What follows belongs to an exercise in optimizing a design on an open flow for small area and few clock cycles; a production flow would make more cautious choices.
Where RTL was checked, it was by simulation tests only, not by an equivalence proof against the original.
The RTL of runs 2, 4 and 5 was laid out without a check of its function.
Power and IR drop assume default switching activity.

### flow/design.v
`timescale 1ns/10ps
module ELA(clk, rst, ready, in_data, data_rd, req, wen, addr, data_wr, done);
	input				clk;
	input				rst;
	input				ready;
	input		[7:0]	in_data;
	input		[7:0]	data_rd;
	output				req;
	output				wen;
	output		[12:0]	addr;
	output		[7:0]	data_wr;
	output				done;
reg				mode;
reg		[1:0]	ph;
reg		[6:0]	cnt;
reg		[4:0]	n;
reg				fin;
reg		[7:0]	UA, UB;			 
reg		[7:0]	R0, R1, R2;		 
reg		[7:0]	best_q;			 
reg				best_c;
reg		[7:0]	best_v;			 
reg				eq;				 
reg		[10:0]	tot;			 
function [8:0] add8;			 
	input	[7:0]	a;
	input	[7:0]	b;
	input			ci;
	integer			k;
	reg				c;
	begin
		c = ci;
		for (k = 0; k < 8; k = k + 1) begin
			add8[k] = a[k] ^ b[k] ^ c;
			c = (a[k] & b[k]) | (c & (a[k] ^ b[k]));
		end
		add8[8] = c;
	end
endfunction
function [10:0] add11;			 
	input	[10:0]	a;
	input	[10:0]	b;
	integer			k;
	reg				c;
	begin
		c = 1'b0;
		for (k = 0; k < 11; k = k + 1) begin
			add11[k] = a[k] ^ b[k] ^ c;
			c = (a[k] & b[k]) | (c & (a[k] ^ b[k]));
		end
	end
endfunction
function [7:0] inc8;			 
	input	[7:0]	a;
	input			ci;
	integer			k;
	reg				c;
	begin
		c = ci;
		for (k = 0; k < 8; k = k + 1) begin
			inc8[k] = a[k] ^ c;
			c = a[k] & c;
		end
	end
endfunction
wire	[7:0]	cnt_i8 = inc8({1'b0, cnt}, 1'b1);
wire	[6:0]	cnt_inc = cnt_i8[6:0];
wire	[7:0]	row_i8 = inc8({3'b000, n}, ph[1]);
wire			cnt_hi = &cnt[6:1];
wire			cnt_last = cnt_hi & cnt[0];		 
wire			cnt_126 = cnt_hi & ~cnt[0];
wire			cnt_125 = (cnt == 7'd125);
wire			edge_x = (cnt == 7'd0) | cnt_last;
assign done    = mode & ph[1] & ph[0];
assign req     = ~mode & ph[1] & cnt_hi & (cnt[0] ^ ph[0]);
assign wen     = (ph != 2'd0) & ~done;
assign addr    = {row_i8[4:0], ph[0], ph[0] ? cnt : cnt_inc};
wire	[7:0]	opa = UA;
wire	[7:0]	opb = R0;
wire	[8:0]	t   = add8(opa, ~opb, 1'b0);
wire			c   = t[8];
wire	[7:0]	q   = t[7:0] ^ {8{~c}};
wire	[8:0]	s   = add8(opa, opb, 1'b0);
wire	[8:0]	y   = add8(q, ~best_q, c);
wire			y1s = &y[7:0];
wire			y0s = ~|y[7:0];
wire			lt  = best_c ? ~y[8] : (~y[8] & ~y1s);
wire			eqd = best_c ? (y[8] & y0s) : (~y[8] & y1s);
wire	[10:0]	ts  = add11(tot, {2'b00, s});
wire			tie = eq & eqd & ~edge_x;
wire	[7:0]	res = tie ? ts[10:3] : ((~edge_x & lt) ? s[8:1] : best_v);
assign data_wr = ph[1] ? (mode ? R0 : in_data) : res;
always @(posedge clk) begin
	if (ph == 2'd0)
		UA <= data_rd;
	else if (ph == 2'd2) begin
		UA <= UB;
		UB <= UA;
	end
	if (ph == 2'd1) begin
		R0 <= R2;
		R1 <= data_rd;
		R2 <= R1;
	end
	else begin
		R0 <= R1;
		R1 <= R2;
		R2 <= R0;
	end
end
always @(posedge clk) begin
	if (ph[1] || (!edge_x && lt)) begin
		best_q <= q;
		best_c <= c;
		best_v <= s[8:1];
	end
	eq  <= eqd;
	tot <= ph[1] ? {1'b0, s, 1'b0} : ts;
end
always @(posedge clk or posedge rst) begin
	if (rst) begin
		mode <= 1'b0;
		ph   <= 2'd0;
		cnt  <= 7'd127;
		n    <= 5'd31;
		fin  <= 1'b0;
	end
	else if (!mode) begin
		case (ph)
		2'd0: if (ready) ph <= 2'd2;
		2'd2: begin
			if (cnt_126)
				ph <= 2'd3;
			else
				cnt <= cnt_inc;
		end
		2'd3: begin
			cnt <= cnt_inc;
			if (cnt_125) begin
				mode <= 1'b1;
				ph   <= 2'd1;
				n    <= row_i8[4:0];
				fin  <= 1'b1;
			end
		end
		default: ;
		endcase
	end
	else begin
		case (ph)
		2'd0: ph <= 2'd1;
		2'd1: begin
			if (fin && cnt_last) begin
				fin <= 1'b0;
				cnt <= 7'd126;
				if (n == 5'd30)
					ph <= 2'd3;
				else begin
					mode <= 1'b0;
					ph   <= 2'd3;
				end
			end
			else
				ph <= 2'd2;
		end
		2'd2: begin
			cnt <= cnt_inc;
			ph  <= 2'd0;
			if (cnt_126)
				fin <= ~fin;
		end
		default: ;
		endcase
	end
end
endmodule
### flow/run.sh
#!/bin/bash
# synth_recipe.tcl (not shown) runs the flow's synth.tcl, then flattens the netlist and writes it again
# the make line also repeats each setting of config.mk as NAME=value (left out here)
make -C /OpenROAD-flow-scripts/flow DESIGN_CONFIG=/design/flow/config.mk WORK_HOME=/design/flow/orfs CLKGATE_MAP_FILE= SYNTH_SCRIPT=/design/flow/synth_recipe.tcl finish
### flow/config.mk
export PLATFORM = sky130hd
export DESIGN_NAME = ELA
export DESIGN_NICKNAME = ELA
export VERILOG_FILES = /design/flow/design.v
export SDC_FILE = /design/flow/constraint.sdc
export NUM_CORES = 4
export LEC_CHECK = 0
export CAP_MARGIN = 20
export CORE_MARGIN = 2
export CORE_UTILIZATION = 40
export CTS_BUF_LIST = sky130_fd_sc_hd__clkbuf_8
export CTS_CLUSTER_DIAMETER = 500
export CTS_CLUSTER_SIZE = 100
export SLEW_MARGIN = 20
### flow/constraint.sdc
create_clock -name core_clock -period 10.0 [get_ports {clk}]
set_input_delay 2.0000 -clock core_clock [delete_from_list [all_inputs] [get_ports {clk}]]
set_output_delay 2.0000 -clock core_clock [all_outputs]
set_load 0.01 [all_outputs]
==> results.txt, run 1 <==
status=no timing/DRC/antenna violations; critical path startpoint=UA[0]$_DFFE_PP_; Pleak=2.20 nW; Congestion Overflow GR=0; H-tree depth=3; total wire length=9.47 mm; EDFF count, synth=33; final core occ=48.7%; Arr. time, crit path=7770 ps; Reg2Reg Launch Point=UA[0]$_DFFE_PP_; worst vdd ir=58.9 µV; Yosys reg bits=85; Starting Density=40.9%; vias=2973; CTS Root Cell=clkbuf_8; met1 usage=20.4%; first-pass GRT wire length=15.9 mm; max-cap violations=0; Core ar.=11400 µm²; worst rel slew slack=42.0%; CTS Buffer Depth=2; TNS Setup=0 ps; layer with the highest usage=met2; Initial DRC Count=119; Syn-to-layout area delta=19.0%; Slew @ Worst Pin=870 ps; RSZ-0062 raised after global routing=true; Final Instance Count excl. Fillers=588; die area=12600 µm²; slowest CP cell=or4b_4; CP Buf/Inv Count=6; Placed Cells incl. Taps=563; mean post-synth cell area=12.1 µm²; fin crit share=97.7%; post-synth net total=453; Final setup viols=0; largest net degree at the start of global routing=27; most used cell, CP=fa_2; Worst EP required=8000 ps; met2 usage=27.6%; Cell variety after synth=50; Startpoint Class=flip-flop; # IOs=43; total track usage=16.2%; Sink Count=85; drt pass-1 iters=4; FILL cells=1089; Synth Instances=386; Synth Flop Type=dfxtp_1; Placed Instance Area=5260 µm²; clock slew at reported path FFs=90 ps; Worst Min Path Start=R1[4]$_DFF_P_; critical path peak fanout=5; die width=112 µm; Placer Congestion=0.807; PortBufs=42; # nets final=507; Mapped Area=4670 µm²; Max Slew Vio Count=0; Tmin final=9770 ps; worst hold slack=465 ps; Finished Cell Area=5560 µm²; asr flop ratio synth=18.8%; max frequency=102 MHz; Die Ht=112 µm; Clock Skew=14.1 ps; vias in the first global route=3147; sequential share of the synthesized area=45.5%; GR Util met3=4.05%; DRC viols=0; worst min path class=flip-flop to flip-flop; Hold Fails Final Rpt=0; initial antenna violation count=0; family with the most delay on the worst path=adder cells; Critical Path End Type=output port; routed vias/inst=5.06; CTS Buf Count=9; TritonCTS clock tree=done; number of routed nets with antenna violations=0; share of cells above drive strength 1=29.4%; Setup CP Type=flip-flop to output port; synth warn=1; number of core rows=39; Power Density=112 nW/µm²; crit-path max cell delay=500 ps; final HPWL from detailed placement=7.12 mm; Ant. Diodes=0; Clock Latency Late Sink=370 ps; DR WL/cell=16.1 µm
[cell usage after synthesis (all sizes together) (2+ instances only)]
library cell  count  area share (%)
inv              49             3.9
mux2             45              11
dfxtp            36              15
edfxtp           33              21
fa               29              12
ha               19             5.1
nand2            18             1.4
clkbuf           14             1.1
a21oi            13             1.4
o21ai            13             1.4
dfstp            12             6.8
xnor2            11             2.1
mux2i            10             2.1
nor2             10            0.80
nand3             8            0.86
o22a              5            0.94
o22ai             5            0.67
a21boi            4            0.64
dfrtp             4             2.1
nor4              4            0.99
o31ai             4            0.64
a21o              3            0.54
and3              3            0.40
buf               3            0.48
xor2              3            0.56
a211o             2            0.38
nand3b            2            0.32
nand4             2            0.27
nor2b             2            0.27
nor3              2            0.21
o211ai            2            0.32
or2               2            0.27
or3               2            0.27
[logic make-up after synthesis]
logic type	count (synthesis)	synth area share, %
multiplexers	55	13.0
AND/OR/NAND/NOR	61	7.37
AO/OA/AOI/OAI	57	8.41
flip-flops	85	45.5
adder cells (fa/ha/maj)	48	17.5
buffers and inverters	66	5.55
XOR/XNOR	14	2.63
[what timing repair did]
action | in CTS | in global routing
pin swaps | 3 | 12
setup endpoints to repair | 8 | 8
setup buffers | 4 | 5
hold buffers | 0 | 0
gates cloned | 0 | 0
gates resized for setup | 15 | 32
endpoints found under the hold margin | 0 | 0
[stage by stage]
step | total power, mW | worst slack [ps]
2_1_floorplan | 0.371 | 165
4_1_cts | 0.631 | 34.6
3_5_place_dp | 0.383 | -205
3_3_place_gp | 0.383 | -62.4
6_report | 0.625 | 232
5_1_grt | 0.647 | -73.0
[power by group]
group	total (mW)	switching [mW]	internal, mW
clock	0.251	0.134	0.117
sequential	0.358	0	0.358
combinational	0.0166	0.00656	0.0100
total	0.625	0.140	0.484
[metal layers]
| metal | routed length (µm) | vias to the layer above |
|---|---|---|
| li1 | - | 1439 |
| met1 | 4280 | 1474 |
| met2 | 4680 | 47 |
| met3 | 350 | 13 |
| met4 | 161 | 0 |
| met5 | 0 | - |
[cells in the final DEF, fill, tap and decap left out, types with 8 or more instances in the layout]
master | Yosys | layout
inv_1 | 49 | 47
mux2_2 | 45 | 45
dfxtp_1 | 36 | 35
clkdlybuf4s50_1 | 0 | 34
edfxtp_1 | 33 | 33
nand2_1 | 18 | 18
ha_1 | 19 | 18
buf_4 | 1 | 18
fa_1 | 29 | 17
o21ai_0 | 13 | 13
fa_2 | 0 | 12
dfstp_2 | 12 | 12
a21oi_1 | 13 | 10
nor2_1 | 10 | 10
mux2i_1 | 10 | 10
xnor2_1 | 11 | 10
clkbuf_8 | 0 | 9
nand3_1 | 8 | 8
[sequential cells by signal (all words and copies together) (netlist names), 2 cells and up]
register,flops
tot,11
R0,8
UA,8
ph,2
best_v,8
UB,8
cnt,7
R2,8
best_q,8
R1,8
n,5
[tightest hold or removal path, cell delays in order, from the launching register on]
cell and delay, ps:
dfxtp_1 330, nand2_1 40, o21ai_0 60
[final cells by class]
class                   count  area (µm²)  share of cell area, %
flip-flops and latches     85        2130                   38.3
clock inverters             7        73.8                   1.33
repair buffers             60         519                   9.34
inverters                  49         184                   3.31
clock buffers               9         124                   2.23
multi-input cells         235        2350                   42.3
well taps                 143         179                   3.22
[final timing paths]
| check | endpoint | slack (ps) | cells after the start |
|---|---|---|---|
| worst max-delay path | data_wr[6] | 230 | 27 |
| worst min-delay path | R2[4]$_DFF_P_ | 470 | 2 |
| max in group asynchronous | mode$_DFF_PP0_ | 7610 | 2 |
| min in group asynchronous | fin$_DFFE_PP0P_ | 1990 | 2 |
| worst max register to register | best_q[4]$_DFFE_PP_ | 2610 | 25 |
| worst min register to register | R2[4]$_DFF_P_ | 470 | 2 |
Testbench counts, summed over its fixed seeds: cycles 258,016.
==> inputs of run 2 (changes only) <==
--- a/flow/design.v
+++ b/flow/design.v
@@ -75,7 +75,7 @@
 assign req     = ~mode & ph[1] & cnt_hi & (cnt[0] ^ ph[0]);
 assign wen     = (ph != 2'd0) & ~done;
 assign addr    = {row_i8[4:0], ph[0], ph[0] ? cnt : cnt_inc};
-wire	[7:0]	opa = UA;
+wire	[7:0]	opa = (ph == 2'd0) ? UA : UB;
 wire	[7:0]	opb = R0;
 wire	[8:0]	t   = add8(opa, ~opb, 1'b0);
 wire			c   = t[8];
@@ -91,11 +91,9 @@
 wire	[7:0]	res = tie ? ts[10:3] : ((~edge_x & lt) ? s[8:1] : best_v);
 assign data_wr = ph[1] ? (mode ? R0 : in_data) : res;
 always @(posedge clk) begin
-	if (ph == 2'd0)
-		UA <= data_rd;
-	else if (ph == 2'd2) begin
+	if (ph == 2'd0) begin
 		UA <= UB;
-		UB <= UA;
+		UB <= data_rd;
 	end
 	if (ph == 2'd1) begin
 		R0 <= R2;
--- a/flow/config.mk
+++ b/flow/config.mk
@@ -8,7 +8,4 @@
 export CAP_MARGIN = 20
 export CORE_MARGIN = 2
 export CORE_UTILIZATION = 40
-export CTS_BUF_LIST = sky130_fd_sc_hd__clkbuf_8
-export CTS_CLUSTER_DIAMETER = 500
-export CTS_CLUSTER_SIZE = 100
 export SLEW_MARGIN = 20
==> run 2 against run 1 <==
  * Flip-flop and latch count stayed put
  * Global-route usage fell by 0.26 points
  * Worst hold slack worse by 18 ps
  * Now fails the layout checks on setup timing
  * First-iteration DRC count rose by 32%
  * Clock-buffer cell count unchanged
  * Critical endpoint is now data_wr[2]
  * Fmax is 2.7% lower
==> results.txt, run 2 <==
status=finished with violations; Layout Check Fails=setup timing; vias in the first global route=3153 (+0.19%); Starting Density=40.9% (about the same); Placed Instance Area=5360 µm² (+1.8%); commonest non-fill, non-tap cell in the layout=inv_1; H-tree depth=3 (unchanged); max-cap violations=0 (unchanged); asr flop ratio synth=18.8% (unchanged); worst rel slew slack=43.3% (+1.3 points); Critical Path End Type=output port; RSZ-0062 raised after global routing=true; top-count cell post-synth=inv_1; Syn-to-layout area delta=22.7%; critical path peak fanout=4 (-1); crit-path max cell delay=490 ps (about the same); largest family of logic cells by synthesized area=adder cells; share of cells above drive strength 1=29.2% (-0.20 points); max layer used=met4; worst vdd ir=106 µV (+80%); fin crit share=100% (+2.7 points); sequential share of the synthesized area=45.5% (about the same); Die Ht=112 µm (about the same); Ant. Diodes=0 (unchanged); top cells by count, synth=48 x inv_1, 39 x mux2_2, 36 x dfxtp_1; max frequency=99.6 MHz (-2.7%); Routed met3 length=264 µm (-25%); total track usage=15.9% (-0.26 points); family with the most delay on the worst path=adder cells; CTS Buf Count=9 (unchanged); die width=112 µm (about the same); Pleak=2.33 nW (+6.2%); Initial DRC Count=157 (+32%); routed vias/inst=5.13 (+1.5%); Setup WS post-layout=-35.9 ps (-267 ps); number of core rows=39 (unchanged); Synth Area in Simple Gates=8.35% (+0.99 points); DRC viols=0 (unchanged); Synth top area share=21.2% (about the same); CTS Root Cell=clkbuf_16; DR WL/cell=15.9 µm (-1.6%); final HPWL from detailed placement=6.95 mm (-2.3%); vias=3033 (+2.0%); Yosys reg bits=85 (unchanged); Finished Cell Area=5730 µm² (+3.2%); number of routed nets with antenna violations=0 (unchanged); max reg flops=11 (unchanged); Biggest register=tot; most frequent cells in the layout=44 x inv_1, 38 x mux2_2, 36 x dfxtp_1, 34 x clkdlybuf4s50_1, 33 x edfxtp_1; Final setup viols=7 (+7); Placer Congestion=0.820 (+1.6%); Startpoint Class=flip-flop; post-synth net total=459 (+1.3%); main area contributors after synthesis=edfxtp_1 21%, dfxtp_1 15%, fa_1 12%, mux2_2 9.4%, dfstp_2 6.7%; # nets final=510 (+0.59%); Max Slew Vio Count=0 (unchanged); largest net degree at the start of global routing=33 (+22%); post-synthesis compound-gate area fraction=7.76% (-0.65 points); Arr. time, crit path=8040 ps (+270 ps); TritonCTS clock tree=done; worst min path class=flip-flop to flip-flop; DRT met1 WL=4.44 mm (+3.6%); Sink Count=85 (unchanged); most used cell, CP=fa_2; EDFF count, synth=33 (unchanged); Worst EP required=8000 ps (about the same); Synth Area in XOR/XNOR=2.62% (about the same); Clock Latency Late Sink=340 ps (-30 ps); # IOs=43 (unchanged); die area=12600 µm² (about the same); CTS Hold Buffers Added=0 (unchanged); Hold Fails Final Rpt=0 (unchanged); R2R setup slack=2210 ps (-400 ps); Clock Skew=9.82 ps (-4.25 ps); CTS Buffer Depth=2 (unchanged); Tmin final=10040 ps (+267 ps); Power Density=133 nW/µm² (+18%); slowest CP cell=or4b_1; first-pass GRT wire length=15.7 mm (-0.79%); total wire length=9.37 mm (-1.1%); Congestion Overflow GR=0 (unchanged); Setup CP Type=flip-flop to output port; Core ar.=11400 µm² (unchanged); Cell variety after synth=52 (+4.0%); mux contribution to synthesized area=12.8% (-0.17 points); Placed Cells incl. Taps=568 (+0.89%); Synth Area in Adders=17.5% (about the same); Slew @ Worst Pin=851 ps (-19.1 ps); clock slew at reported path FFs=60 ps (-30 ps); Synth Instances=392 (+1.6%); PortBufs=42 (unchanged); Yosys top cell by area=edfxtp_1; initial antenna violation count=0 (unchanged); drt pass-1 iters=4 (unchanged); synth warn=1 (unchanged); Final Instance Count excl. Fillers=591 (+0.51%); routed length on met2=4.45 mm (-4.9%); CP Buf/Inv Count=8 (+2); Mapped Area=4670 µm² (about the same); mean post-synth cell area=11.9 µm² (-1.5%); Synth Flop Type=dfxtp_1
-- run 2: layer usage --
| layer | vias up | track usage (%) |
|---|---|---|
| li1 | 1453 | - |
| met1 | 1509 | 22.0 |
| met2 | 58 | 25.0 |
| met3 | 13 | 2.43 |
| met4 | 0 | 7.24 |
| met5 | - | 0 |
-- run 2: final cells by class --
cell class / count / area, µm²
timing repair buffer: 57 / 500
clock inverter: 7 / 121
tap: 143 / 179
fill: 1047 / 5680
inverter: 49 / 185
sequential: 85 / 2130
multi-input combinational: 241 / 2400
clock buffer: 9 / 225
-- run 2: path summary, 6_finish.rpt --
| path | from | end | depth (start not counted) |
|---|---|---|---|
| worst max-delay path | ph[1]$_DFFE_PP0P_ | data_wr[2] | 31 |
| worst min-delay path | UB[5]$_DFFE_PP_ | UA[5]$_DFFE_PP_ | 0 |
| worst max register to register | ph[1]$_DFFE_PP0P_ | best_q[0]$_DFFE_PP_ | 27 |
| worst min register to register | UB[5]$_DFFE_PP_ | UA[5]$_DFFE_PP_ | 0 |
| max in group asynchronous | rst | ph[1]$_DFFE_PP0P_ | 2 |
| min in group asynchronous | rst | mode$_DFF_PP0_ | 2 |
-- run 2: what timing repair did --
action                     CTS  global route
setup buffers                5             2
pin swaps                    4             3
resized for setup           35             0
setup endpoints to repair    8             8
cloned                       0             0
-- run 2: cell families after synthesis --
family	Yosys count
compound gates	54
xor+xnor	14
fa+ha+maj	48
buf+inv	66
flops	85
mux	55
simple gates	70
-- run 2: through the flow --
| stage | setup WS (ps) | setup TNS (ps) | hold slack [ps] | power (mW) | util [%] |
|---|---|---|---|---|---|
| final | -35.9 | -191 | 447 | 0.764 | 50.2 |
| after global routing | -268 | -2040 | 471 | 0.787 | 50.2 |
| after CTS | -182 | -1360 | 452 | 0.773 | 50.1 |
| after detailed placement | 8.97 | 0 | 436 | 0.385 | 46.9 |
| after global placement | 99.5 | 0 | 432 | 0.385 | 46.9 |
| after floorplan | -4.64 | -4.64 | 422 | 0.373 | - |
-- run 2: where the power goes --
part,switching (mW),internal (mW)
Clock,0.142,0.246
Combinational,0.00692,0.0107
Sequential,0,0.359
==> inputs of run 3 (changes only) <==
--- a/flow/design.v
+++ b/flow/design.v
@@ -75,7 +75,7 @@
 assign req     = ~mode & ph[1] & cnt_hi & (cnt[0] ^ ph[0]);
 assign wen     = (ph != 2'd0) & ~done;
 assign addr    = {row_i8[4:0], ph[0], ph[0] ? cnt : cnt_inc};
-wire	[7:0]	opa = (ph == 2'd0) ? UA : UB;
+wire	[7:0]	opa = UA;
 wire	[7:0]	opb = R0;
 wire	[8:0]	t   = add8(opa, ~opb, 1'b0);
 wire			c   = t[8];
@@ -91,9 +91,11 @@
 wire	[7:0]	res = tie ? ts[10:3] : ((~edge_x & lt) ? s[8:1] : best_v);
 assign data_wr = ph[1] ? (mode ? R0 : in_data) : res;
 always @(posedge clk) begin
-	if (ph == 2'd0) begin
+	if (ph == 2'd0)
+		UA <= data_rd;
+	else if (ph == 2'd2) begin
 		UA <= UB;
-		UB <= data_rd;
+		UB <= UA;
 	end
 	if (ph == 2'd1) begin
 		R0 <= R2;
==> flow/flow/run.sh (new file) <==
#!/bin/bash
# The standard layout (the standard.sh, standard synthesis included), with
# the port buffers made from the smallest buffer cell instead of the one
# buffer_ports picks by default.  Each tool's output goes to orfs/logs; this
# script's own output goes to flow_standard.log.
set -euo pipefail
cd "$(dirname "$0")/.."
bash standard.sh "BUFFER_PORTS_ARGS=-buffer_cell sky130_fd_sc_hd__buf_1" finish > flow_standard.log 2>&1
==> flow/standard.sh (new file) <==
#!/bin/bash
# synth_recipe.tcl (not shown) runs the flow's synth.tcl, then flattens the netlist and writes it again
# the make line also repeats each setting of config.mk as NAME=value (left out here)
make -C /OpenROAD-flow-scripts/flow DESIGN_CONFIG=/design/flow/config.mk WORK_HOME=/design/flow/orfs CLKGATE_MAP_FILE= SYNTH_SCRIPT=/design/flow/synth_recipe.tcl "${@:-finish}"
--- a/flow/config.mk
+++ b/flow/config.mk
@@ -8,4 +8,7 @@
 export CAP_MARGIN = 20
 export CORE_MARGIN = 2
 export CORE_UTILIZATION = 40
+export CTS_BUF_LIST = sky130_fd_sc_hd__clkbuf_8
+export CTS_CLUSTER_DIAMETER = 500
+export CTS_CLUSTER_SIZE = 100
 export SLEW_MARGIN = 20
removed: flow/run.sh
==> run 3 against run 2 <==
  * The run now finishes clean
  * Die area is essentially flat
  * Sequential power is essentially flat
  * Register-to-register slack gained 420 ps
  * Design area shrank 9.2%
==> results.txt, run 3 <==
asr flop ratio synth=18.8% (unchanged); die area=12600 µm² (about the same); post-synth net total=453 (-1.3%); Critical Path End Type=output port; Ant. Diodes=0 (unchanged); EDFF count, synth=33 (unchanged); family with the most delay on the worst path=adder cells; Syn-to-layout area delta=11.5%; Slew @ Worst Pin=850 ps (-0.0574 ps); Hold Fails Final Rpt=0 (unchanged); main area contributors after synthesis=edfxtp_1 21%, dfxtp_1 15%, fa_1 12%, mux2_2 11%, dfstp_2 6.8%; max-cap violations=0 (unchanged); H-tree depth=3 (unchanged); Die Ht=112 µm (about the same); mean post-synth cell area=12.1 µm² (+1.5%); Synth Instances=386 (-1.5%); DRC viols=0 (unchanged); Synth top area share=21.2% (about the same); commonest non-fill, non-tap cell in the layout=inv_1; max frequency=103 MHz (+3.5%); CTS Hold Buffers Added=0 (unchanged); max reg flops=11 (unchanged); number of routed nets with antenna violations=0 (unchanged); Mapped Area=4670 µm² (about the same); RSZ-0062 raised after global routing=false; slowest CP cell=or4b_4; DR WL/cell=16.7 µm (+5.3%); first-pass GRT wire length=15.9 mm (+1.0%); Initial DRC Count=75 (-52%); Congestion Overflow GR=0 (unchanged); sequential share of the synthesized area=45.5% (about the same); Sink Count=85 (unchanged); TNS Setup=0 ps (+191 ps); Biggest register=tot; Final setup viols=0 (-7); CP Buf/Inv Count=5 (-3); critical path peak fanout=8 (+4); Clock Latency Late Sink=370 ps (+30 ps); CTS Buffer Depth=2 (unchanged); total wire length=9.62 mm (+2.7%); PortBufs=42 (unchanged); initial antenna violation count=0 (unchanged); Clock Skew=15.9 ps (+6.12 ps); FILL cells=1110 (+6.0%); Starting Density=40.9% (about the same); Synth Flop Type=dfxtp_1; CTS Buf Count=9 (unchanged); Pleak=2.03 nW (-13%); final HPWL from detailed placement=7.22 mm (+3.9%); most used cell, CP=fa_2; vias in the first global route=3132 (-0.67%); fin crit share=97.0% (-3.4 points); status=no timing/DRC/antenna violations; Startpoint Class=flip-flop; drt pass-1 iters=4 (unchanged); crit-path max cell delay=520 ps (+30 ps); Max Slew Vio Count=0 (unchanged); worst min path class=flip-flop to flip-flop; Yosys reg bits=85 (unchanged); top-count cell post-synth=inv_1; routed vias/inst=5.10 (-0.54%); Arr. time, crit path=7700 ps (-340 ps); Yosys top cell by area=edfxtp_1; CTS Root Cell=clkbuf_8; Power Density=115 nW/µm² (-13%); vias=2940 (-3.1%); worst rel slew slack=42.8% (-0.47 points); clock slew at reported path FFs=90 ps (+30 ps); largest net degree at the start of global routing=37 (+12%); synth warn=1 (unchanged); TritonCTS clock tree=done; # IOs=43 (unchanged); most frequent cells in the layout=51 x inv_1, 45 x mux2_2, 41 x buf_1, 35 x dfxtp_1, 33 x edfxtp_1; Worst EP required=8000 ps (about the same); # nets final=495 (-2.9%); share of cells above drive strength 1=23.8% (-5.5 points); number of core rows=39 (unchanged); Placer Congestion=0.803 (-2.1%); Tmin final=9700 ps (-336 ps); Setup CP Type=flip-flop to output port; total track usage=16.4% (+0.50 points); total power draw=0.601 mW (-21%); top cells by count, synth=49 x inv_1, 45 x mux2_2, 36 x dfxtp_1; worst vdd ir=86.3 µV (-18%); Core ar.=11400 µm² (unchanged); Cell variety after synth=50 (-3.8%); die width=112 µm (about the same)
run 3: cell type report:
class / instances / area (µm²) / area share (%)
Clock buffer: 9 / 124 / 2.38
Clock inverter: 7 / 53.8 / 1.03
Inverter: 49 / 184 / 3.53
Multi-Input combinational cell: 235 / 2340 / 44.8
Sequential cell: 85 / 2130 / 40.9
Tap cell: 143 / 179 / 3.44
Timing Repair Buffer: 48 / 204 / 3.92
run 3: metal layers:
| metal | track usage, % | wire length, µm |
|---|---|---|
| met2 | 28.5 | 4780 |
| met4 | 4.07 | 99 |
| met1 | 20.6 | 4380 |
| met5 | 0 | 0 |
| met3 | 4.43 | 361 |
run 3: logic make-up (layout without fill, tap and decap cells):
family	after synthesis	count (layout)	share of synthesized area, %
AO/OA/AOI/OAI	57	57	8.41
XOR/XNOR	14	14	2.63
adder cells (fa/ha/maj)	48	48	17.5
buffers and inverters	66	113	5.55
flip-flops	85	85	45.5
multiplexers	55	55	13.0
AND/OR/NAND/NOR	61	61	7.37
run 3: worst register-to-register path: cells and delay by family (launching register included):
kind,cells,cell delay [ps]
buf+inv,5,580
fa+ha+maj,15,4660
flops,1,410
compound gates,2,320
simple gates,3,940
run 3: final timing paths:
kind | from | end | slack [ps] | depth (start not counted)
min in group asynchronous | rst | ph[1]$_DFFE_PP0P_ | 1670 | 2
min reg2reg | R1[0]$_DFF_P_ | R2[0]$_DFF_P_ | 450 | 2
min | R1[0]$_DFF_P_ | R2[0]$_DFF_P_ | 450 | 2
max | UA[0]$_DFFE_PP_ | data_wr[7] | 300 | 26
max in group asynchronous | rst | mode$_DFF_PP0_ | 7930 | 2
max reg2reg | UA[0]$_DFFE_PP_ | best_q[3]$_DFFE_PP_ | 2630 | 25
run 3: what timing repair did:
item                                   in CTS  in global routing
setup endpoints to repair                   8                  8
endpoints found under the hold margin       0                  0
buffers inserted                            1                  1
pin swaps                                   2                  9
resized for setup                           4                 15
run 3: stage by stage:
step           worst slack, ps  area [µm²]  hold slack, ps  utilization (%)  std cells
3_5_place_dp              70.4        4960             442             43.5        558
3_3_place_gp               300        4960             435             43.5        558
5_1_grt                   23.9        5210             484             45.6        576
2_1_floorplan              165        4670             421                -        386
4_1_cts                   22.6        5160             458             45.2        575
6_report                   300        5210             453             45.6        576
run 3: report_power, final:
group | internal [mW] | switching, mW | total [mW]
clock | 0.111 | 0.121 | 0.232
sequential | 0.358 | 0 | 0.358
combinational | 0.00479 | 0.00678 | 0.0116
total | 0.473 | 0.128 | 0.601
Testbench counts of run 3, summed over its fixed seeds: cycles 258,016.
==> inputs of run 4 (changes only) <==
--- a/flow/design.v
+++ b/flow/design.v
@@ -21,7 +21,7 @@
 reg				best_c;
 reg		[7:0]	best_v;			 
 reg				eq;				 
-reg		[10:0]	tot;			 
+reg		[8:0]	tot;			 
 function [8:0] add8;			 
 	input	[7:0]	a;
 	input	[7:0]	b;
@@ -37,17 +37,18 @@
 		add8[8] = c;
 	end
 endfunction
-function [10:0] add11;			 
-	input	[10:0]	a;
-	input	[10:0]	b;
+function [9:0] add9;			 
+	input	[8:0]	a;
+	input	[8:0]	b;
 	integer			k;
 	reg				c;
 	begin
 		c = 1'b0;
-		for (k = 0; k < 11; k = k + 1) begin
-			add11[k] = a[k] ^ b[k] ^ c;
+		for (k = 0; k < 9; k = k + 1) begin
+			add9[k] = a[k] ^ b[k] ^ c;
 			c = (a[k] & b[k]) | (c & (a[k] ^ b[k]));
 		end
+		add9[9] = c;
 	end
 endfunction
 function [7:0] inc8;			 
@@ -75,7 +76,7 @@
 assign req     = ~mode & ph[1] & cnt_hi & (cnt[0] ^ ph[0]);
 assign wen     = (ph != 2'd0) & ~done;
 assign addr    = {row_i8[4:0], ph[0], ph[0] ? cnt : cnt_inc};
-wire	[7:0]	opa = UA;
+wire	[7:0]	opa = (ph == 2'd0) ? data_rd : UA;
 wire	[7:0]	opb = R0;
 wire	[8:0]	t   = add8(opa, ~opb, 1'b0);
 wire			c   = t[8];
@@ -86,20 +87,18 @@
 wire			y0s = ~|y[7:0];
 wire			lt  = best_c ? ~y[8] : (~y[8] & ~y1s);
 wire			eqd = best_c ? (y[8] & y0s) : (~y[8] & y1s);
-wire	[10:0]	ts  = add11(tot, {2'b00, s});
+wire	[9:0]	ts  = add9(tot, s);
 wire			tie = eq & eqd & ~edge_x;
-wire	[7:0]	res = tie ? ts[10:3] : ((~edge_x & lt) ? s[8:1] : best_v);
-assign data_wr = ph[1] ? (mode ? R0 : in_data) : res;
+wire	[7:0]	res = tie ? ts[9:2] : ((edge_x | lt | eqd) ? s[8:1] : best_v);
+assign data_wr = ph[1] ? (mode ? R2 : in_data) : res;
 always @(posedge clk) begin
-	if (ph == 2'd0)
-		UA <= data_rd;
-	else if (ph == 2'd2) begin
+	if (ph == 2'd0) begin
 		UA <= UB;
-		UB <= UA;
+		UB <= data_rd;
 	end
 	if (ph == 2'd1) begin
-		R0 <= R2;
-		R1 <= data_rd;
+		R0 <= data_rd;
+		R1 <= R0;
 		R2 <= R1;
 	end
 	else begin
@@ -109,13 +108,13 @@
 	end
 end
 always @(posedge clk) begin
-	if (ph[1] || (!edge_x && lt)) begin
+	if (ph[1] || lt) begin
 		best_q <= q;
 		best_c <= c;
 		best_v <= s[8:1];
 	end
 	eq  <= eqd;
-	tot <= ph[1] ? {1'b0, s, 1'b0} : ts;
+	tot <= ph[1] ? s : ts[9:1];
 end
 always @(posedge clk or posedge rst) begin
 	if (rst) begin
==> flow/run.sh (new file) <==
#!/bin/bash
# synth_recipe.tcl (not shown) runs the flow's synth.tcl, then flattens the netlist and writes it again
# the make line also repeats each setting of config.mk as NAME=value (left out here)
make -C /OpenROAD-flow-scripts/flow DESIGN_CONFIG=/design/flow/config.mk WORK_HOME=/design/flow/orfs CLKGATE_MAP_FILE= SYNTH_SCRIPT=/design/flow/synth_recipe.tcl finish
--- a/flow/config.mk
+++ b/flow/config.mk
@@ -8,7 +8,4 @@
 export CAP_MARGIN = 20
 export CORE_MARGIN = 2
 export CORE_UTILIZATION = 40
-export CTS_BUF_LIST = sky130_fd_sc_hd__clkbuf_8
-export CTS_CLUSTER_DIAMETER = 500
-export CTS_CLUSTER_SIZE = 100
 export SLEW_MARGIN = 20
removed: flow/flow/run.sh
removed: flow/standard.sh
==> run 4 against run 3 <==
  * The layout now fails its checks (setup timing)
  * Largest power group unchanged
  * Total power up 15%
  * Register-to-register slack better by 20 ps
  * Critical path depth up 5
  * First-iteration DRC count up 100%
  * Global-route usage up 0.13 points
  * Sequential share of layout area down 5.1 points
  * Final cell count up 5.7%
  * Clock power up about 40%
==> results.txt, run 4 <==
vias=3076 (+4.6%); number of core rows=39 (unchanged); slowest CP cell=fa_2; DR WL/cell=15.9 µm (-5.0%); Final Instance Count excl. Fillers=609 (+5.7%); # nets final=526 (+6.3%); mean post-synth cell area=12.0 µm² (-0.75%); die width=112 µm (+0.26%); Tmin final=10790 ps (+1090 ps); final HPWL from detailed placement=6.99 mm (-3.3%); Sink Count=83 (-2.4%); die area=12600 µm² (+0.52%); vias in the first global route=3141 (+0.29%); Final setup viols=8 (+8); top cells by count, synth=42 x inv_1, 36 x mux2_2, 34 x dfxtp_1; Layout Check Fails=setup timing; worst vdd ir=80.9 µV (-6.2%); total track usage=16.6% (+0.13 points); Critical Path End Type=output port; initial antenna violation count=0 (unchanged); Max Slew Vio Count=0 (unchanged); Finished Cell Area=5840 µm² (+12%); Biggest register=tot; status=finished with violations; Hold Fails Final Rpt=0 (unchanged); H-tree depth=3 (unchanged); most used cell, CP=fa_2; Pleak=2.44 nW (+20%); fin crit share=108% (+11 points); Slew @ Worst Pin=777 ps (-73.5 ps); drt pass-1 iters=4 (unchanged); routed vias/inst=5.05 (-1.0%); Synth Instances=391 (+1.3%); Cell variety after synth=59 (+18%); Starting Density=41.1% (+0.22 points); main area contributors after synthesis=edfxtp_1 21%, dfxtp_1 14%, fa_1 12%, mux2_2 8.6%, dfstp_2 6.7%; sequential share of the synthesized area=44.4% (-1.1 points); RSZ-0062 raised after global routing=true; largest net degree at the start of global routing=31 (-16%); FILL cells=1051 (-5.3%); Ant. Diodes=0 (unchanged); CP Buf/Inv Count=9 (+4); Synth Flop Type=dfxtp_1; critical path peak fanout=4 (-4); synth warn=1 (unchanged); Startpoint Class=input pin; Syn-to-layout area delta=24.4%; Placed Instance Area=5510 µm² (+11%); Clock Skew=4.97 ps (-11.0 ps); Yosys reg bits=83 (-2.4%); most frequent cells in the layout=36 x inv_1, 34 x dfxtp_1, 33 x edfxtp_1, 33 x mux2_2, 31 x clkdlybuf4s50_1; worst rel slew slack=48.2% (+5.4 points); Mapped Area=4700 µm² (+0.54%); commonest non-fill, non-tap cell in the layout=inv_1; CTS Hold Buffers Added=0 (unchanged); EDFF count, synth=33 (unchanged); top-count cell post-synth=inv_1; share of cells above drive strength 1=31.3% (+7.5 points); Multi-input gate area=2460 µm² (+5.4%); Die Ht=112 µm (+0.26%); max-cap violations=0 (unchanged); Core ar.=11400 µm² (unchanged); Yosys top cell by area=edfxtp_1; Power Density=119 nW/µm² (+3.0%); Arr. time, crit path=8790 ps (+1090 ps); CTS Buf Count=9 (unchanged); number of routed nets with antenna violations=0 (unchanged); crit-path max cell delay=440 ps (-80 ps); CTS Buffer Depth=2 (unchanged); Clock Latency Late Sink=340 ps (-30 ps); Initial DRC Count=153 (+100%); max frequency=92.7 MHz (-10%); sequential cell area=2090 µm² (-1.9%); R2R setup slack=2650 ps (+20 ps); Setup CP Type=input pin to output port; clock slew at reported path FFs=60 ps (-30 ps); total wire length=9.66 mm (+0.40%); PortBufs=42 (unchanged); # IOs=43 (unchanged); Placer Congestion=0.776 (-3.4%); max reg flops=9 (-2); Placed Cells incl. Taps=586 (+5.0%); asr flop ratio synth=19.3% (+0.45 points); DRC viols=0 (unchanged); family with the most delay on the worst path=adder cells; Congestion Overflow GR=0 (unchanged); CTS Root Cell=clkbuf_16; Worst EP required=8000 ps (about the same); post-synth net total=456 (+0.66%); first-pass GRT wire length=16.2 mm (+1.6%); Synth top area share=21.1% (-0.11 points); worst min path class=flip-flop to flip-flop; TritonCTS clock tree=done; Setup WS post-layout=-791 ps (-1090 ps)
==> run 4: changes by cell type after synthesis, sizes merged, moves of 5 or more <==
cell    change
nor2        +6
clkbuf      -6
mux2i       +8
nand2      +10
a21oi       +7
mux2        -8
inv         -5
o22ai       -5
a22o        +7
==> run 4: final timing paths <==
check	startpoint	to	cells past startpoint
worst max-delay path	data_rd[0]	data_wr[7]	31
worst min register to register	UB[6]$_DFFE_PP_	UA[6]$_DFFE_PP_	0
max in group asynchronous	rst	mode$_DFF_PP0_	2
min in group asynchronous	rst	ph[1]$_DFFE_PP0P_	2
worst min-delay path	UB[6]$_DFFE_PP_	UA[6]$_DFFE_PP_	0
worst max register to register	ph[0]$_DFFE_PP0P_	best_v[7]$_DFFE_PP_	27
==> run 4: logic make-up after synthesis <==
kind of cell	share of synthesized area [%]
AOI/OAI and AO/OA	7.67
xor gates and xnor gates	2.77
adders and majority gates	16.9
buffers and inverters	5.33
DFF	44.4
muxes	12.7
and+or+nand+nor	10.2
==> run 4: report_power, final <==
part	switching (mW)	internal [mW]	leakage (nW)
Clock	0.126	0.199	0.139
Sequential	0	0.351	0.775
Combinational	0.00727	0.0109	1.52
==> run 4: cell type report <==
| cell class | count | share of cell area [%] |
|---|---|---|
| clock buffers | 13 | 4.28 |
| inverters | 45 | 2.89 |
| multi-input cells | 248 | 42.2 |
| clock inverters | 3 | 0.643 |
| well taps | 143 | 3.06 |
| flip-flops and latches | 83 | 35.7 |
| repair buffers | 74 | 11.2 |
==> run 4: layer usage <==
| layer | vias up | routed length, µm | global-route usage, % |
|---|---|---|---|
| li1 | 1504 | - | - |
| met1 | 1523 | 4860 | 23.7 |
| met2 | 38 | 4390 | 25.1 |
| met3 | 11 | 256 | 3.56 |
| met4 | 0 | 146 | 5.61 |
| met5 | - | 0 | 0 |
==> run 4: repair_timing <==
action | 4_1_cts | 5_1_grt
pin swaps | 27 | 20
resized for setup | 46 | 5
setup endpoints to repair | 8 | 8
setup buffers | 6 | 1
==> run 4: metrics by stage <==
| step | total power, mW | worst slack [ps] | hold WS, ps | TNS (ps) | util (%) |
|---|---|---|---|---|---|
| global route | 0.718 | -1050 | 441 | -8250 | 51.2 |
| global placement | 0.377 | -1590 | 402 | -12490 | 48.3 |
| finish | 0.694 | -791 | 417 | -6250 | 51.2 |
| detailed placement | 0.378 | -1690 | 405 | -13310 | 48.3 |
| CTS | 0.704 | -1160 | 419 | -9170 | 51.1 |
| floorplan | 0.363 | -647 | 400 | -5010 | - |
==> inputs of run 5 (changes only) <==
--- a/flow/config.mk
+++ b/flow/config.mk
@@ -8,4 +8,7 @@
 export CAP_MARGIN = 20
 export CORE_MARGIN = 2
 export CORE_UTILIZATION = 40
+export CTS_BUF_LIST = sky130_fd_sc_hd__clkbuf_8
+export CTS_CLUSTER_DIAMETER = 500
+export CTS_CLUSTER_SIZE = 100
 export SLEW_MARGIN = 20
==> run 5 against run 4 <==
  * Still fails the layout checks on setup timing
  * Largest cell class unchanged
  * Setup slack better by 14 ps
  * Core utilization is 0.89 points lower
  * Global-route usage fell by 0.071 points
  * Highest routed layer unchanged
  * Clock power is 27% lower
  * Fmax up 0.13%
==> results.txt, run 5 <==
Placer Congestion=0.776 (unchanged); total track usage=16.5% (-0.071 points); Finished Cell Area=5740 µm² (-1.7%); CTS Hold Buffers Added=0 (unchanged); Synth top area share=21.1% (unchanged); Tmin final=10780 ps (-13.8 ps); max frequency=92.8 MHz (+0.13%); main area contributors after synthesis=edfxtp_1 21%, dfxtp_1 14%, fa_1 12%, mux2_2 8.6%, dfstp_2 6.7%; CTS Buf Count=9 (unchanged); RSZ-0062 raised after global routing=true; Clock Skew=7.44 ps (+2.46 ps); Worst EP required=8000 ps (about the same); Arr. time, crit path=8780 ps (about the same); slowest CP cell=fa_2; Initial DRC Count=123 (-20%); max reg flops=9 (unchanged); FILL cells=1069 (+1.7%); Congestion Overflow GR=0 (unchanged); Core ar.=11400 µm² (unchanged); initial antenna violation count=0 (unchanged); Synth Area in XOR/XNOR=2.77% (unchanged); Synth Flop Type=dfxtp_1; final HPWL from detailed placement=6.99 mm (unchanged); CTS Buffer Depth=2 (unchanged); Yosys top cell by area=edfxtp_1; routed vias/inst=4.96 (-1.8%); Setup CP Type=input pin to output port; vias=3022 (-1.8%); Max Slew Vio Count=0 (unchanged); Synth Area in Adders=16.9% (unchanged); Final setup viols=8 (unchanged); worst min path class=flip-flop to flip-flop; Starting Density=41.1% (unchanged); # IOs=43 (unchanged); mean post-synth cell area=12.0 µm² (unchanged); Final Instance Count excl. Fillers=609 (unchanged); Synth Instances=391 (unchanged); sequential share of the synthesized area=44.4% (unchanged); number of core rows=39 (unchanged); Placed Instance Area=5510 µm² (unchanged); Setup WS post-layout=-778 ps (+13.8 ps); worst vdd ir=71.6 µV (-12%); Synth Area in Simple Gates=10.2% (unchanged); family with the most delay on the worst path=adder cells; share of cells above drive strength 1=31.3% (unchanged); post-synthesis compound-gate area fraction=7.67% (unchanged); largest family of logic cells by synthesized area=adder cells; Ant. Diodes=0 (unchanged); Pleak=2.40 nW (-1.4%); Cell variety after synth=59 (unchanged); total power draw=0.605 mW (-13%); TritonCTS clock tree=done; CTS Root Cell=clkbuf_8; total wire length=9.57 mm (-0.91%); Hold Fails Final Rpt=0 (unchanged); die width=112 µm (unchanged); Clock Latency Late Sink=360 ps (+20 ps); top-count cell post-synth=inv_1; vias in the first global route=3119 (-0.70%); Yosys reg bits=83 (unchanged); commonest non-fill, non-tap cell in the layout=inv_1; Layout Check Fails=setup timing; largest net degree at the start of global routing=31 (unchanged); final core occ=50.3% (-0.89 points); most used cell, CP=fa_2; synth warn=1 (unchanged); Slew @ Worst Pin=768 ps (-9.09 ps); status=finished with violations; Die Ht=112 µm (unchanged); Syn-to-layout area delta=22.2%; Power Density=105 nW/µm² (-11%); post-synth net total=456 (unchanged); top cells by count, synth=42 x inv_1, 36 x mux2_2, 34 x dfxtp_1; # nets final=526 (unchanged); crit-path max cell delay=440 ps (about the same); Placed Cells incl. Taps=586 (unchanged); Sink Count=83 (unchanged); first-pass GRT wire length=16.1 mm (-0.43%); H-tree depth=3 (unchanged); mux contribution to synthesized area=12.7% (unchanged); CP Buf/Inv Count=9 (unchanged); Biggest register=tot; number of routed nets with antenna violations=0 (unchanged); drt pass-1 iters=4 (unchanged); Startpoint Class=input pin; max-cap violations=0 (unchanged); DRC viols=0 (unchanged); critical path peak fanout=4 (unchanged); Mapped Area=4700 µm² (unchanged); asr flop ratio synth=19.3% (unchanged); worst hold slack=423 ps (+5.38 ps); Critical Path End Type=output port; PortBufs=42 (unchanged); clock slew at reported path FFs=80 ps (+20 ps); DR WL/cell=15.7 µm (-0.91%); EDFF count, synth=33 (unchanged); fin crit share=108% (-0.14 points); most frequent cells in the layout=39 x inv_1, 34 x dfxtp_1, 33 x edfxtp_1, 33 x mux2_2, 31 x clkdlybuf4s50_1; worst rel slew slack=48.8% (+0.61 points); die area=12600 µm² (unchanged)
run 5: cell count changes in the layout (fill, tap and decap cells not counted), sizes merged:
cell	change
clkbuf	-3
inv	+3
run 5: repair_timing:
action / 4_1_cts / 5_1_grt
pin swaps: 27 / 20
setup buffers: 5 / 2
endpoints found under the setup margin: 8 / 8
gates resized for setup: 46 / 5
run 5: cell families after synthesis:
| group | Yosys count |
|---|---|
| DFF | 83 |
| buffers and inverters | 60 |
| and+or+nand+nor | 81 |
| muxes | 55 |
| adders and majority gates | 46 |
| AOI/OAI and AO/OA | 52 |
| xor gates and xnor gates | 14 |
run 5: final timing paths:
| path | from | endpoint | slack [ps] | depth (start not counted) |
|---|---|---|---|---|
| max | data_rd[0] | data_wr[7] | -780 | 31 |
| min | UB[6]$_DFFE_PP_ | UA[6]$_DFFE_PP_ | 420 | 0 |
| max reg2reg | ph[0]$_DFFE_PP0P_ | best_v[2]$_DFFE_PP_ | 2670 | 27 |
| min reg2reg | UB[6]$_DFFE_PP_ | UA[6]$_DFFE_PP_ | 420 | 0 |
| max in group asynchronous | rst | ph[0]$_DFFE_PP0P_ | 7570 | 2 |
| min in group asynchronous | rst | mode$_DFF_PP0_ | 2020 | 2 |
run 5: layout make-up:
type / count / area (µm²) / area share (%)
Multi-Input combinational cell: 248 / 2460 / 42.9
Sequential cell: 83 / 2090 / 36.4
Timing Repair Buffer: 74 / 656 / 11.4
Tap cell: 143 / 179 / 3.12
Inverter: 45 / 169 / 2.94
Clock buffer: 10 / 138 / 2.40
Clock inverter: 6 / 48.8 / 0.850
run 5: metrics by stage:
step,setup slack [ps],TNS (ps)
global route,-1030,-8120
finish,-778,-6140
global placement,-1590,-12490
floorplan,-647,-5010
CTS,-1150,-9090
detailed placement,-1690,-13310
run 5: per-layer routing:
layer | up-vias | global-route usage (%) | wire, µm
li1 | 1488 | - | -
met1 | 1492 | 24.1 | 4870
met2 | 32 | 24.5 | 4340
met3 | 10 | 3.40 | 229
met4 | 0 | 5.85 | 124
met5 | - | 0 | 0
run 5: where the power goes:
| part | total [mW] | internal [mW] | leakage [nW] | switching [mW] |
|---|---|---|---|---|
| clock | 0.236 | 0.118 | 0.105 | 0.118 |
| sequential | 0.350 | 0.350 | 0.775 | 0 |
| combinational | 0.0181 | 0.0109 | 1.52 | 0.00724 |
run 5: worst register-to-register path: cells and delay by family, from the launching register on:
family | cells | cell delay [ps]
fa+ha+maj | 16 | 4960
buf+inv | 6 | 330
flops | 1 | 380
xor+xnor | 1 | 180
mux | 1 | 230
compound gates | 1 | 460
simple gates | 2 | 440
==> inputs of run 6 (changes only) <==
--- a/flow/design.v
+++ b/flow/design.v
@@ -21,7 +21,7 @@
 reg				best_c;
 reg		[7:0]	best_v;			 
 reg				eq;				 
-reg		[8:0]	tot;			 
+reg		[9:0]	tot;			 
 function [8:0] add8;			 
 	input	[7:0]	a;
 	input	[7:0]	b;
@@ -37,18 +37,18 @@
 		add8[8] = c;
 	end
 endfunction
-function [9:0] add9;			 
-	input	[8:0]	a;
-	input	[8:0]	b;
+function [9:0] add10;			 
+	input	[9:0]	a;
+	input	[9:0]	b;
+	input			ci;
 	integer			k;
 	reg				c;
 	begin
-		c = 1'b0;
-		for (k = 0; k < 9; k = k + 1) begin
-			add9[k] = a[k] ^ b[k] ^ c;
+		c = ci;
+		for (k = 0; k < 10; k = k + 1) begin
+			add10[k] = a[k] ^ b[k] ^ c;
 			c = (a[k] & b[k]) | (c & (a[k] ^ b[k]));
 		end
-		add9[9] = c;
 	end
 endfunction
 function [7:0] inc8;			 
@@ -76,7 +76,7 @@
 assign req     = ~mode & ph[1] & cnt_hi & (cnt[0] ^ ph[0]);
 assign wen     = (ph != 2'd0) & ~done;
 assign addr    = {row_i8[4:0], ph[0], ph[0] ? cnt : cnt_inc};
-wire	[7:0]	opa = (ph == 2'd0) ? data_rd : UA;
+wire	[7:0]	opa = UA;
 wire	[7:0]	opb = R0;
 wire	[8:0]	t   = add8(opa, ~opb, 1'b0);
 wire			c   = t[8];
@@ -87,18 +87,20 @@
 wire			y0s = ~|y[7:0];
 wire			lt  = best_c ? ~y[8] : (~y[8] & ~y1s);
 wire			eqd = best_c ? (y[8] & y0s) : (~y[8] & y1s);
-wire	[9:0]	ts  = add9(tot, s);
+wire	[9:0]	ts  = add10(tot, {2'b00, s[8:1]}, ph[0] & s[0]);
 wire			tie = eq & eqd & ~edge_x;
-wire	[7:0]	res = tie ? ts[9:2] : ((edge_x | lt | eqd) ? s[8:1] : best_v);
-assign data_wr = ph[1] ? (mode ? R2 : in_data) : res;
+wire	[7:0]	res = tie ? ts[9:2] : ((~edge_x & lt) ? s[8:1] : best_v);
+assign data_wr = ph[1] ? (mode ? R0 : in_data) : res;
 always @(posedge clk) begin
-	if (ph == 2'd0) begin
+	if (ph == 2'd0)
+		UA <= data_rd;
+	else if (ph == 2'd2) begin
 		UA <= UB;
-		UB <= data_rd;
+		UB <= UA;
 	end
 	if (ph == 2'd1) begin
-		R0 <= data_rd;
-		R1 <= R0;
+		R0 <= R2;
+		R1 <= data_rd;
 		R2 <= R1;
 	end
 	else begin
@@ -108,13 +110,13 @@
 	end
 end
 always @(posedge clk) begin
-	if (ph[1] || lt) begin
+	if (ph[1] || (!edge_x && lt)) begin
 		best_q <= q;
 		best_c <= c;
 		best_v <= s[8:1];
 	end
 	eq  <= eqd;
-	tot <= ph[1] ? s : ts[9:1];
+	tot <= ph[1] ? {1'b0, s} : ts;
 end
 always @(posedge clk or posedge rst) begin
 	if (rst) begin
@@ -164,7 +166,10 @@
 		end
 		2'd2: begin
 			cnt <= cnt_inc;
-			ph  <= 2'd0;
+			if (cnt_126 && !fin)
+				ph <= 2'd1;
+			else
+				ph <= 2'd0;
 			if (cnt_126)
 				fin <= ~fin;
 		end
==> flow/flow/run.sh (new file) <==
#!/bin/bash
# The standard layout (the standard.sh, standard synthesis included) with
# two changes that only affect buffering:
#  - the port buffers use the smallest buffer cell instead of the one
#    buffer_ports picks by default;
#  - clock tree synthesis inserts no dummy loads.
# Each tool's output goes to orfs/logs; this script's own output goes to
# flow_standard.log.
set -euo pipefail
cd "$(dirname "$0")/.."
bash standard.sh \
  "BUFFER_PORTS_ARGS=-buffer_cell sky130_fd_sc_hd__buf_1" \
  "CTS_ARGS=-sink_clustering_enable -repair_clock_nets -dont_use_dummy_load -buf_list sky130_fd_sc_hd__clkbuf_8 -sink_clustering_size 100 -sink_clustering_max_diameter 500" \
  finish > flow_standard.log 2>&1
==> flow/standard.sh (new file) <==
#!/bin/bash
# synth_recipe.tcl (not shown) runs the flow's synth.tcl, then flattens the netlist and writes it again
# the make line also repeats each setting of config.mk as NAME=value (left out here)
make -C /OpenROAD-flow-scripts/flow DESIGN_CONFIG=/design/flow/config.mk WORK_HOME=/design/flow/orfs CLKGATE_MAP_FILE= SYNTH_SCRIPT=/design/flow/synth_recipe.tcl "${@:-finish}"
removed: flow/run.sh
==> run 6 against run 5 <==
  * Now clean on timing, DRC and antenna
  * Non-clock buffer count down 24
  * First-iteration DRC count grew 19%
  * Register-to-register slack lost 70 ps
  * Sequential power rose by 1%
  * Clock skew increased by 11 ps
  * Design area is 9.8% lower
  * Critical endpoint is now data_wr[3]
==> results.txt, run 6 <==
Yosys top cell by area=edfxtp_1; max frequency=103 MHz (+11%); critical path startpoint=UA[0]$_DFFE_PP_; worst vdd ir=66.6 µV (-7.0%); PortBufs=42 (unchanged); clock slew at reported path FFs=80 ps (about the same); drt pass-1 iters=4 (unchanged); vias=2979 (-1.4%); top-count cell post-synth=inv_1; Synth Instances=403 (+3.1%); Sink Count=84 (+1.2%); asr flop ratio synth=19.0% (-0.23 points); CTS Buf Count=9 (unchanged); Ant. Diodes=0 (unchanged); number of routed nets with antenna violations=0 (unchanged); Synth Flop Type=dfxtp_1; sequential share of the synthesized area=44.8% (+0.35 points); Power Density=107 nW/µm² (+1.6%); final core occ=45.1% (-5.1 points); worst hold slack=463 ps (+39.8 ps); Core ar.=11500 µm² (+0.43%); critical path peak fanout=13 (+9); Starting Density=41.0% (-0.11 points); Die Ht=112 µm (about the same); final HPWL from detailed placement=6.87 mm (-1.7%); Placer Congestion=0.795 (+2.5%); share of cells above drive strength 1=19.2% (-12 points); CTS Hold Buffers Added=0 (unchanged); Final setup viols=0 (-8); Worst EP required=8000 ps (about the same); die width=112 µm (about the same); Reg2Reg Launch Point=UA[0]$_DFFE_PP_; routed vias/inst=5.08 (+2.4%); max-cap violations=0 (unchanged); vias in the first global route=3013 (-3.4%); Arr. time, crit path=7670 ps (-1110 ps); total track usage=15.3% (-1.2 points); total wire length=9.17 mm (-4.2%); die area=12600 µm² (+0.15%); CTS Root Cell=clkbuf_8; mean post-synth cell area=11.7 µm² (-2.8%); TNS Setup=0 ps (+6140 ps); CTS Buffer Depth=2 (unchanged); Hold Fails Final Rpt=0 (unchanged); worst min path class=flip-flop to flip-flop; FILL cells=1065 (-0.37%); Congestion Overflow GR=0 (unchanged); Clock Latency Late Sink=360 ps (about the same); top cells by count, synth=48 x inv_1, 35 x dfxtp_1, 34 x mux2_2; post-synth net total=469 (+2.9%); commonest non-fill, non-tap cell in the layout=inv_1; Clock Skew=18.7 ps (+11.2 ps); Seq pwr share=63.9% (+6.0 points); most frequent cells in the layout=48 x inv_1, 41 x buf_1, 34 x dfxtp_1, 34 x mux2_2, 33 x edfxtp_1; Syn-to-layout area delta=10.0%; fin crit share=96.7% (-11 points); Critical Path End Type=output port; largest net degree at the start of global routing=37 (+19%); DRC viols=0 (unchanged); logic gate share of total power=2.0% (-1.0 points); RSZ-0062 raised after global routing=false; Max Slew Vio Count=0 (unchanged); DR WL/cell=15.6 µm (-0.44%); Setup CP Type=flip-flop to output port; NetSw=0.115 mW (-8.5%); number of core rows=39 (unchanged); initial antenna violation count=0 (unchanged); TritonCTS clock tree=done; synth warn=1 (unchanged); switching share of power=20.7% (about the same); Initial DRC Count=146 (+19%); Slew @ Worst Pin=860 ps (+91.9 ps); Startpoint Class=flip-flop; H-tree depth=3 (unchanged); Cell variety after synth=53 (-10%); Pleak=2.02 nW (-16%); Yosys reg bits=84 (+1.2%); cell-internal power=0.439 mW (-8.4%); Synth top area share=21.1% (-0.034 points); Biggest register=tot; worst rel slew slack=42.7% (-6.1 points); max reg flops=10 (+1); total power draw=0.554 mW (-8.4%); Clk pwr share=34.1% (-5.0 points); first-pass GRT wire length=15.0 mm (-6.5%); EDFF count, synth=33 (unchanged); Worst Min Path Start=R1[5]$_DFF_P_; status=no timing/DRC/antenna violations; Tmin final=9670 ps (-1110 ps); Mapped Area=4700 µm² (+0.16%); # nets final=511 (-2.9%); main area contributors after synthesis=edfxtp_1 21%, dfxtp_1 15%, fa_1 12%, mux2_2 8.1%, dfstp_2 6.7%; # IOs=43 (unchanged)
## run 6: cell count changes after synthesis, moves of 5 or more
| cell | previous run | this run |
|---|---|---|
| a211oi_1 | 0 | 6 |
| o21ai_0 | 6 | 19 |
| inv_1 | 42 | 48 |
| nand2_1 | 28 | 14 |
| nor2_1 | 15 | 25 |
| o21ai_1 | 5 | 0 |
| a22o_1 | 7 | 1 |
## run 6: power groups by stage
stage,Combinational (mW),Clock [mW],Sequential (mW)
after floorplan,0.00535,0,0.361
after global placement,0.0112,0,0.361
after detailed placement,0.0112,0,0.361
after CTS,0.0113,0.197,0.354
after global routing,0.0127,0.210,0.354
final,0.0112,0.189,0.354
## run 6: critical path, stage by stage (launching register included)
cell       delay (ps)
edfxtp_1          400
ha_1              230
fa_2              340
fa_1              390
fa_1              400
fa_2              350
fa_1              360
inv_1              70
fa_1              160
inv_1              50
fa_2              370
xnor2_2           180
inv_1              70
fa_1              380
fa_2              360
fa_2              360
fa_1              400
inv_1              90
fa_2              210
fa_2              210
fa_1              430
or4b_4            540
nor4_4            160
o2111a_2          240
buf_12            140
a21oi_1            80
o2bb2ai_1         180
buf_2             170
## run 6: cell families after synthesis
kind of cell	synth area share, %
simple gates	9.26
buf+inv	5.99
fa+ha+maj	17.1
xor+xnor	2.61
flops	44.8
compound gates	8.25
mux	12.0
## run 6: area by class of cell
cell class                 count  area [µm²]  share of cell area, %
clock buffer                   9         124                   2.39
inverter                      48         180                   3.48
multi-input combinational    252        2350                   45.5
sequential                    84        2110                   40.7
tap                          143         179                   3.46
timing repair buffer          50         231                   4.47
## run 6: per-stage QoR
step / cells / worst slack (ps) / area (µm²)
6_report: 586 / 329 / 5170
5_1_grt: 586 / 24.1 / 5170
4_1_cts: 584 / 31.5 / 5130
3_5_place_dp: 573 / 160 / 4970
3_3_place_gp: 573 / 346 / 4970
2_1_floorplan: 403 / 496 / 4700
## run 6: worst paths after layout
kind | cells past startpoint | slack (ps) | endpoint
max | 27 | 330 | data_wr[3]
min | 2 | 460 | R2[5]$_DFF_P_
max reg2reg | 25 | 2600 | best_q[7]$_DFFE_PP_
min reg2reg | 2 | 460 | R2[5]$_DFF_P_
max in group asynchronous | 2 | 7860 | ph[0]$_DFFE_PP0P_
min in group asynchronous | 2 | 1720 | mode$_DFF_PP0_
## run 6: routing by layer
layer	GRT usage (%)	part of all wire, %	up-vias
met5	0	0	-
met4	6.10	1.6	0
met3	2.86	3.2	12
met2	23.9	47	47
met1	21.2	48	1455
li1	-	-	1465
## run 6: what timing repair did
item,4_1_cts,5_1_grt
pin swaps,2,6
resized for setup,3,10
setup endpoints to repair,8,8
buffers inserted,2,2
endpoints found under the hold margin,0,0
Testbench counts of run 6, summed over its fixed seeds: cycles 257,520.

what the ideal ports hide:
In the flow no input, the clock included, has a driving cell. The finished layouts below were timed again as built, in two steps.
Step 1: set_driving_cell puts a clkbuf_16 on clk and a buf_2 on each other input, an assumption about the parent block.
Step 2 also shifts input and output timing later by t, the mid clock arrival at the registers, as if the neighbouring blocks saw the same clock.
a / b / c = no drivers / after step 1 / after step 2; a / b = the first two.
run	t (ns)	setup slack, ns	cell pins on the clock port's net
run 1	0.400	0.232 / 0.199 / 0.600	1
run 2	0.374	-0.036 / -0.073 / 0.301	1
run 3	0.396	0.300 / 0.267 / 0.663	1
run 4	0.372	-0.791 / -0.828 / -0.828	1
run 5	0.391	-0.778 / -0.815 / -0.815	1
run 6	0.379	0.329 / 0.299 / 0.677	1
